Context: an optimization exercise on an open-source flow, tuned for small area and a short achievable clock period. The choices shown serve that exercise and are no tape-out recipe. RTL that was checked went through simulation tests only; none was proved equivalent to the original. Power figures rest on the tool's default switching activity, not on a simulated workload.

Setup of v9:
==> flow/design.v (excerpt) <==
module FPGA (
	input clk,
	input rst,
	input start,
	output wire TX,
	output reg found_smth,
	output wire startedmod,
	output wire [29:0] found_mods
);
==> module Interface, before the edit <==
module Interface (
	input clk,
	input rst,
	input [30*4-1:0] taps,   
	input [29:0] found,
	output ext_on,           
	output rotp,             
	output reg [4:0] which,
	output reg TX
);
localparam [2:0] IDLE = 3'd0, IDLEC = 3'd1, SELECT = 3'd2, SEND = 3'd3, RESET = 3'd4;
reg [2:0] state;
reg [3:0] i;
reg [2:0] fsm;
reg [3:0] bit_count;
reg [8:0] clk_count;
reg       upper;         
reg       last;          
assign ext_on = (state == RESET) | (state == IDLEC);
wire load = (fsm == 3'd1);
assign rotp = load & (i >= 4'd2) & (i <= 4'd6);
integer k;
reg [4:0] hi;
always @(*) begin
	hi = 5'd0;
	for (k = 0; k < 30; k = k + 1)
		if (found[k]) hi = k;
end
wire [3:0] tap = taps[which*4 +: 4];
always @(posedge clk) begin
	if (rst) begin
		state <= IDLE;
	end else begin
		case (state)
			IDLE, IDLEC: begin
				if (found != 30'd0) begin
					state <= SELECT;
					which <= hi;
				end else
					state <= IDLE;
			end
			SELECT: begin
				state <= SEND;
				i <= 4'd0;
			end
			SEND: begin
				if (load) i <= i + 4'd1;
				if (i == 4'd8) i <= 4'd9;
				if (i == 4'd9) state <= RESET;
			end
			default: state <= IDLEC;
		endcase
	end
end
wire drl = (state == SEND) & (i != 4'd9);
always @(posedge clk) begin
	if (rst) begin
		fsm <= 3'd0;
		TX <= 1'b1;
	end else begin
		case (fsm)
			3'd0: if (drl) fsm <= 3'd1;
			3'd1: begin
				fsm <= 3'd2;
				upper <= (i == 4'd0) | (i == 4'd7);
				last <= (i == 4'd7);
			end
			3'd2: begin
				fsm <= 3'd3;
				bit_count <= 4'd10;
			end
			3'd3: begin
				fsm <= 3'd4;
				bit_count <= bit_count - 4'd1;
				clk_count <= 9'd432;
				case (bit_count)
					4'd10: TX <= 1'b0;
					4'd9: TX <= upper ? ~last : tap[0];
					4'd8: TX <= upper | tap[1];
					4'd7: TX <= upper | tap[2];
					4'd6: TX <= upper | tap[3];
					4'd1: TX <= 1'b1;
					default: TX <= upper;
				endcase
			end
			3'd4: begin
				clk_count <= clk_count - 9'd1;
				if (clk_count == 9'd0) fsm <= 3'd5;
			end
			3'd5: fsm <= (bit_count == 4'd0) ? 3'd0 : 3'd3;
			default: fsm <= 3'd0;
		endcase
	end
end
endmodule
==> module SearchModule, before the edit <==
module SearchModule #(parameter SEED = 1351) (
	input clk,
	input rst,
	input enan,            
	input ext,             
	input rot,             
	input boot,            
	input bootend,         
	input [10:0] sl,       
	output reg found,
	output [3:0] tap       
);
localparam [1:0] PW = 2'd0, PC = 2'd1, PR = 2'd2, PF = 2'd3;
localparam [10:0] S0 = 11'b10000000000;
localparam [10:0] INIT = 11'b10000000000;
reg [32:0] r;
reg [2:0]  b;       
reg [2:0]  m;       
reg [1:0]  ph;
reg [10:0] cnt;
reg [10:0] st;
reg [3:0]  c0, c1, c2, c3, c4, c5;
assign tap = c5;
wire shifting = (ph != PW);
wire fail2    = (ph == PF) & cnt[9];
wire resp     = fail2 | ext;
wire w_end    = (ph == PW) & (boot ? bootend : (cnt[0] & cnt[5]));
wire fin      = (ph == PC) & st[2];
wire [4:0] din = r[29:25] & {(m <= 3'd4), (m <= 3'd3), (m <= 3'd2), (m <= 3'd1), (m == 3'd0)};
wire inrange  = ~din[4] & (din[3:0] != 4'd0) & (din[3:0] <= 4'd10);
wire valid    = (b == 3'd7) & enan & (ph == PC) & ~st[3] & ~st[2] & inrange;
wire run      = (ph == PR) & ~found;
wire low0     = (cnt[9:0] == 10'd0);
wire stinit   = (st == INIT);
wire found_set = run & low0 & ~cnt[10];
wire fail_set  = run & stinit & ~low0;
function tapv(input [3:0] t, input [10:0] s);
	reg [15:0] v;
	begin
		v = {5'b0, s[10:1], 1'b0};
		tapv = v[t];
	end
endfunction
wire fb = st[0] ^ (tapv(c5, st) & tapv(c4, st)) ^ tapv(c3, st) ^ tapv(c2, st) ^ tapv(c1, st) ^ tapv(c0, st);
wire cfb = cnt[0] ^ cnt[2] ^ (cnt[10:1] == 10'd0);
wire prfb = r[32] ^ r[22] ^ r[2] ^ r[1];
wire seedbit = |(sl & SEED[10:0]);
always @(posedge clk) begin
	r <= {boot ? seedbit : shifting ? prfb : r[0], r[32:1]};
	if (rst)
		b <= 3'd0;
	else if (shifting)
		b <= b + 3'd1;
	if (shifting & (b == 3'd0))
		m <= 3'd0;
	else if (resp)
		m <= b;
	if (rst | fail2 | (found & ext)) begin
		ph <= PW;
		found <= 1'b0;
	end else begin
		if (w_end) ph <= PC;
		if (fin) ph <= PR;
		if (fail_set) ph <= PF;
		if (found_set) found <= 1'b1;
	end
	if (fail2 | (found & ext) | fin | fail_set)
		cnt <= S0;
	else
		cnt <= {cfb, cnt[10:1]};
	if ((ph == PW) | fin)
		st <= INIT;
	else if (valid | ((ph == PC) & st[3]))
		st <= {1'b0, st[10:1]};
	else if (run)
		st <= {fb, st[10:1]};
	if (valid & ~st[4]) begin
		c0 <= (st[9] && din[3:0] == c0) ? 4'd0 : din[3:0];
		{c5, c4, c3, c2, c1} <= {c4, c3, c2, c1, c0};
	end else if (rot) begin
		{c5, c4, c3, c2, c1, c0} <= {c4, c3, c2, c1, c0, c5};
	end
end
endmodule
clock: 8.0 ns
lec_check: 0
cap_margin: 20
core_margin: 2
core_utilization: 40
cts_cluster_diameter: 100
cts_cluster_size: 24
setup_slack_margin: 5
slew_margin: 20
run.sh (not shown) runs the stock make flow with config.mk's settings and CLKGATE_MAP_FILE= SYNTH_SCRIPT=/design/flow/synth_recipe.tcl, a recipe that flattens the netlist after the stock synthesis.
v9: PASS, flow complete, no timing, DRC or antenna violations
Setup changes, v9 to v22
-- flow/design.v --
<<< v9, line 27
		if (found[k]) hi = k;
end
wire [3:0] tap = taps[which*4 +: 4];
always @(posedge clk) begin
	if (rst) begin
>>> v22, line 27
		if (found[k]) hi = k;
end
wire [3:0] tcode = taps[which*4 +: 4];
reg [3:0] tap;           
always @(*) begin
	case (tcode[3:2])
		2'b00: tap = (tcode[1:0] == 2'b00) ? 4'd8 : {2'b00, tcode[1:0]};
		2'b01: tap = {2'b01, tcode[1:0]};
		2'b10: tap = 4'd9;
		default: tap = tcode[1] ? 4'd10 : 4'd0;
	endcase
end
always @(posedge clk) begin
	if (rst) begin
<<< v9, line 122
wire w_end    = (ph == PW) & (boot ? bootend : (cnt[0] & cnt[5]));
wire fin      = (ph == PC) & st[2];
wire [4:0] din = r[29:25] & {(m <= 3'd4), (m <= 3'd3), (m <= 3'd2), (m <= 3'd1), (m == 3'd0)};
wire inrange  = ~din[4] & (din[3:0] != 4'd0) & (din[3:0] <= 4'd10);
wire valid    = (b == 3'd7) & enan & (ph == PC) & ~st[3] & ~st[2] & inrange;
>>> v22, line 131
wire w_end    = (ph == PW) & (boot ? bootend : (cnt[0] & cnt[5]));
wire fin      = (ph == PC) & st[2];
wire [4:0] din = r[29:25] & {~(m[2] & (m[1] | m[0])), ~m[2], ~(m[2] | (m[1] & m[0])), ~(m[2] | m[1]), ~(m[2] | m[1] | m[0])};
wire inrange  = ~din[4] & (din[3:0] != 4'd0) & (din[3:0] <= 4'd10);
wire valid    = (b == 3'd7) & enan & (ph == PC) & ~st[3] & ~st[2] & inrange;
<<< v9, line 130
wire found_set = run & low0 & ~cnt[10];
wire fail_set  = run & stinit & ~low0;
function tapv(input [3:0] t, input [10:0] s);
	reg [15:0] v;
	begin
		v = {5'b0, s[10:1], 1'b0};
		tapv = v[t];
	end
endfunction
wire fb = st[0] ^ (tapv(c5, st) & tapv(c4, st)) ^ tapv(c3, st) ^ tapv(c2, st) ^ tapv(c1, st) ^ tapv(c0, st);
wire cfb = cnt[0] ^ cnt[2] ^ (cnt[10:1] == 10'd0);
wire prfb = r[32] ^ r[22] ^ r[2] ^ r[1];
>>> v22, line 139
wire found_set = run & low0 & ~cnt[10];
wire fail_set  = run & stinit & ~low0;
function [3:0] tcode(input [3:0] p);
	tcode = {p[3] & (p[1] | p[0]), p[2] | (p[3] & p[1]), p[1:0]};
endfunction
function tapv(input [3:0] t, input [10:0] s);
	reg a, b;
	begin
		case (t[1:0]) 2'd0: a = s[8]; 2'd1: a = s[1]; 2'd2: a = s[2]; default: a = s[3]; endcase
		case (t[1:0]) 2'd0: b = s[4]; 2'd1: b = s[5]; 2'd2: b = s[6]; default: b = s[7]; endcase
		case (t[3:2]) 2'd0: tapv = a; 2'd1: tapv = b; 2'd2: tapv = s[9]; default: tapv = s[10] & t[1]; endcase
	end
endfunction
wire fb = st[0] ^ (tapv(c5, st) & tapv(c4, st)) ^ tapv(c3, st) ^ tapv(c2, st) ^ tapv(c1, st) ^ tapv(c0, st);
wire [3:0] dcode = tcode(din[3:0]);
wire cfb = cnt[0] ^ cnt[2] ^ (cnt[10:1] == 10'd0);
wire prfb = r[32] ^ r[22] ^ r[2] ^ r[1];
<<< v9, line 171
		st <= {fb, st[10:1]};
	if (valid & ~st[4]) begin
		c0 <= (st[9] && din[3:0] == c0) ? 4'd0 : din[3:0];
		{c5, c4, c3, c2, c1} <= {c4, c3, c2, c1, c0};
	end else if (rot) begin
>>> v22, line 185
		st <= {fb, st[10:1]};
	if (valid & ~st[4]) begin
		c0 <= (st[9] && dcode == c0) ? 4'b1100 : dcode;
		{c5, c4, c3, c2, c1} <= {c4, c3, c2, c1, c0};
	end else if (rot) begin
[summary]
Per the comparison of v22 with v9, area after synthesis dropped 2.9%, global routing usage summed across all routing layers dropped 0.62 points, delay of the slowest cell on the worst path climbed 0.21 ns, per-cell routed wire length climbed 3.0%. From v9 to v22 the numbers moved as follows: worst setup slack ~0 delta; logic depth of the worst register-to-register path up 6; non-clock buffer count moved down. Against v9, leakage power of the design in v22 fell by a little under 10%. Taking v9 as the reference, in v22 met1 usage decreased 1.8 points; per-cell via count in the routed design essentially unchanged; combined buffer and inverter count along the critical path decreased 1.
Only the layout flow was run in v22; the RTL was not checked for function there.

port drivers added, routing unchanged:
The flow's constraints put no driver on any port. The routed layouts listed below were extracted and timed again, unchanged, in two steps. Step 1, drivers: a clkbuf_16 drives clk and a buf_2 each remaining input, both assumed. Step 2, shift: input delay + t, output delay - t, t = (earliest + latest rising clock arrival at the registers) / 2. This alone moves slack from input paths to output paths. a / b / c = ideal ports / drivers / drivers and shift; a / b = the first two.
| run | t (ns) | slack for setup (ns) | worst hold slack (ns) | latest minus earliest clock arrival (ns) | worst register clock-pin slew, ns |
|---|---|---|---|---|---|
| v9 | 0.929 | 4.975 / 4.878 / 4.577 | 0.310 / 0.310 / 0.310 | 0.060 / 0.060 | 0.11 / 0.11 |
| v22 | 0.888 | 4.976 / 4.914 / 4.679 | 0.298 / 0.298 / 0.298 | 0.056 / 0.056 | 0.10 / 0.10 |
After both steps every run listed still meets setup and hold. For v9, which loses most, drivers alone change the setup slack by -0.097 ns; drivers and shift together by -0.398 ns.
